What follows belongs to an exercise in optimizing a design on an open flow for small area; a production flow would make more cautious choices. Only simulation tests tie the RTL to the original design; equivalence was not proved. Power figures rest on the tool's default switching activity, not on a simulated workload.

==> flow/design.v (excerpt) <==
module timer_top (
	input wire sys_clk,
	input wire sys_rst_n,
	input wire tim_pwrite,
	input wire tim_psel,
	input wire tim_penable,
	input wire [11:0] tim_paddr,
	input wire [31:0] tim_pwdata,
	input wire [3:0] tim_pstrb,
	input wire dbg_mode,
	output reg [31:0] tim_prdata,
	output wire tim_pready,
	output wire tim_pslverr,
	output wire tim_int
);
wire addr_ok = ~(|tim_paddr[11:5]) & ~(|tim_paddr[1:0]);
wire [2:0] ra = tim_paddr[4:2];
wire wr = tim_psel & tim_penable & tim_pwrite & addr_ok;
assign tim_pready = 1'b1;
assign tim_pslverr = ~addr_ok;
wire we_tcr   = wr & (ra == 3'd0);
wire we_tdr0  = wr & (ra == 3'd1);
wire we_tdr1  = wr & (ra == 3'd2);
wire we_tcmp0 = wr & (ra == 3'd3);
wire we_tcmp1 = wr & (ra == 3'd4);
wire we_tier  = wr & (ra == 3'd5);
wire we_tisr  = wr & (ra == 3'd6);
wire we_thcsr = wr & (ra == 3'd7);
reg        timer_en, div_en, int_en, int_st, halt_req;
reg  [3:0] div_val;
reg  [7:0] pcnt;
reg [63:0] cnt;
reg [63:0] ncmp;             
wire [7:0] pmask;
genvar i;
generate
	for (i = 0; i < 8; i = i + 1) begin : g_mask
		assign pmask[i] = (div_val > i);
	end
endgenerate
wire dv0 = (div_val == 4'd0);
wire phit = (pcnt == pmask);
wire cnt_en = timer_en & (~div_en | dv0 | phit);
wire prun = timer_en & div_en & ~dv0 & ~phit;
wire [8:0] pc;
  ...
export LEC_CHECK = 0
export CAP_MARGIN = 20
export CORE_MARGIN = 2
export CORE_UTILIZATION = 40
export SLEW_MARGIN = 20
create_clock -name core_clock -period 5.5 [get_ports {sys_clk}]
standard.sh (not shown) runs the stock make flow with config.mk's settings and CLKGATE_MAP_FILE= SYNTH_SCRIPT=/design/flow/synth_recipe.tcl, a recipe that flattens the netlist after the stock synthesis.
==> flow/flow/run.sh <==
#!/bin/bash
set -o pipefail
export BUFFER_PORTS_ARGS="-buffer_cell sky130_fd_sc_hd__buf_1"
export CTS_ARGS="-sink_clustering_enable -repair_clock_nets -dont_use_dummy_load"
bash standard.sh > standard.log 2>&1
The first run passed the timing, design-rule and antenna checks.
Next try:
==> flow/run.sh (new file) <==
#!/bin/bash
# synth_recipe.tcl (not shown) runs the flow's synth.tcl, then flattens the netlist and writes it again
# the make line also repeats each setting of config.mk as NAME=value (left out here)
make -C /OpenROAD-flow-scripts/flow DESIGN_CONFIG=/design/flow/config.mk WORK_HOME=/design/flow/orfs CLKGATE_MAP_FILE= SYNTH_SCRIPT=/design/flow/synth_recipe.tcl finish
removed: flow/flow/run.sh
removed: flow/standard.sh
After rerunning: Power rises by about 10%. Setup slack gets worse by 0.60 ns. Clock power rises by about 20%. First-iteration DRC count rises by about 65%. Wire length rises by 5.3%. Final area rises by about 7%. Utilization rises by 3.3 points. Global-route usage rises by 1.0 points. Sequential share of layout area falls by 2.7 points.
Next try:
==> flow/flow/run.sh (new file) <==
#!/bin/bash
# The standard layout (standard.sh, unchanged synthesis) with:
#  - port buffers of the smallest buffer cell instead of the default pick
#  - clock tree without dummy load cells, built from small clock buffers
#  - higher core utilisation (shorter wires)
set -o pipefail
export BUFFER_PORTS_ARGS="-buffer_cell sky130_fd_sc_hd__buf_1"
export CTS_ARGS="-sink_clustering_enable -repair_clock_nets -dont_use_dummy_load -buf_list sky130_fd_sc_hd__clkbuf_8"
bash standard.sh finish > standard.log 2>&1
==> flow/standard.sh (new file) <==
#!/bin/bash
# synth_recipe.tcl (not shown) runs the flow's synth.tcl, then flattens the netlist and writes it again
# the make line also repeats each setting of config.mk as NAME=value (left out here)
make -C /OpenROAD-flow-scripts/flow DESIGN_CONFIG=/design/flow/config.mk WORK_HOME=/design/flow/orfs CLKGATE_MAP_FILE= SYNTH_SCRIPT=/design/flow/synth_recipe.tcl "${@:-finish}"
--- a/flow/config.mk
+++ b/flow/config.mk
@@ -9,3 +9,4 @@
 export CORE_MARGIN = 2
-export CORE_UTILIZATION = 40
+export CORE_UTILIZATION = 70
+export PLACE_DENSITY = 0.8
 export SLEW_MARGIN = 20
removed: flow/run.sh
The changed run produced a clean layout.
Die area fell by about 40%.
Clock power came out lower by 44%.
Setup slack gains 0.24 ns.
Next try:
--- a/flow/flow/run.sh
+++ b/flow/flow/run.sh
@@ -7,3 +7,3 @@
 export BUFFER_PORTS_ARGS="-buffer_cell sky130_fd_sc_hd__buf_1"
-export CTS_ARGS="-sink_clustering_enable -repair_clock_nets -dont_use_dummy_load -buf_list sky130_fd_sc_hd__clkbuf_8"
+export CTS_ARGS="-sink_clustering_enable -repair_clock_nets -dont_use_dummy_load -buf_list sky130_fd_sc_hd__clkbuf_4"
 bash standard.sh finish > standard.log 2>&1
Outcome: Via count hardly moves. Register-to-register slack loses 0.02 ns. First-iteration DRC count rises by a few percent. Die area is unchanged. Wire length falls slightly. Total power falls by a little under a tenth. Cell count barely changes.

[what the ideal ports hide]
No port has a modelled driver above. Below, the same layouts with a new extraction and two added sets of constraints. Step 1 assumes that a clkbuf_16 drives the clock port and a buf_2 every other input. Step 2 times the ports against the registers' clock, not the clock port: input delays grow and output delays shrink by t, the midpoint of the rising clock arrivals with the driver on. Three values: ideal, step 1, step 2; two values: the first two.
run	t, ns	setup slack, ns	slew at the worst register clock pin (ns)
the first run	0.467	1.513 / 1.485 / 1.485	0.07 / 0.07
the second run	0.468	0.917 / 0.884 / 0.884	0.06 / 0.06
the third run	0.481	1.155 / 1.127 / 1.127	0.08 / 0.08
the fourth run	0.567	1.186 / 1.157 / 1.157	0.12 / 0.12
After both steps every run listed still meets setup and hold. For the second run, which loses most, drivers alone change the setup slack by -0.033 ns; drivers and shift together by -0.033 ns.
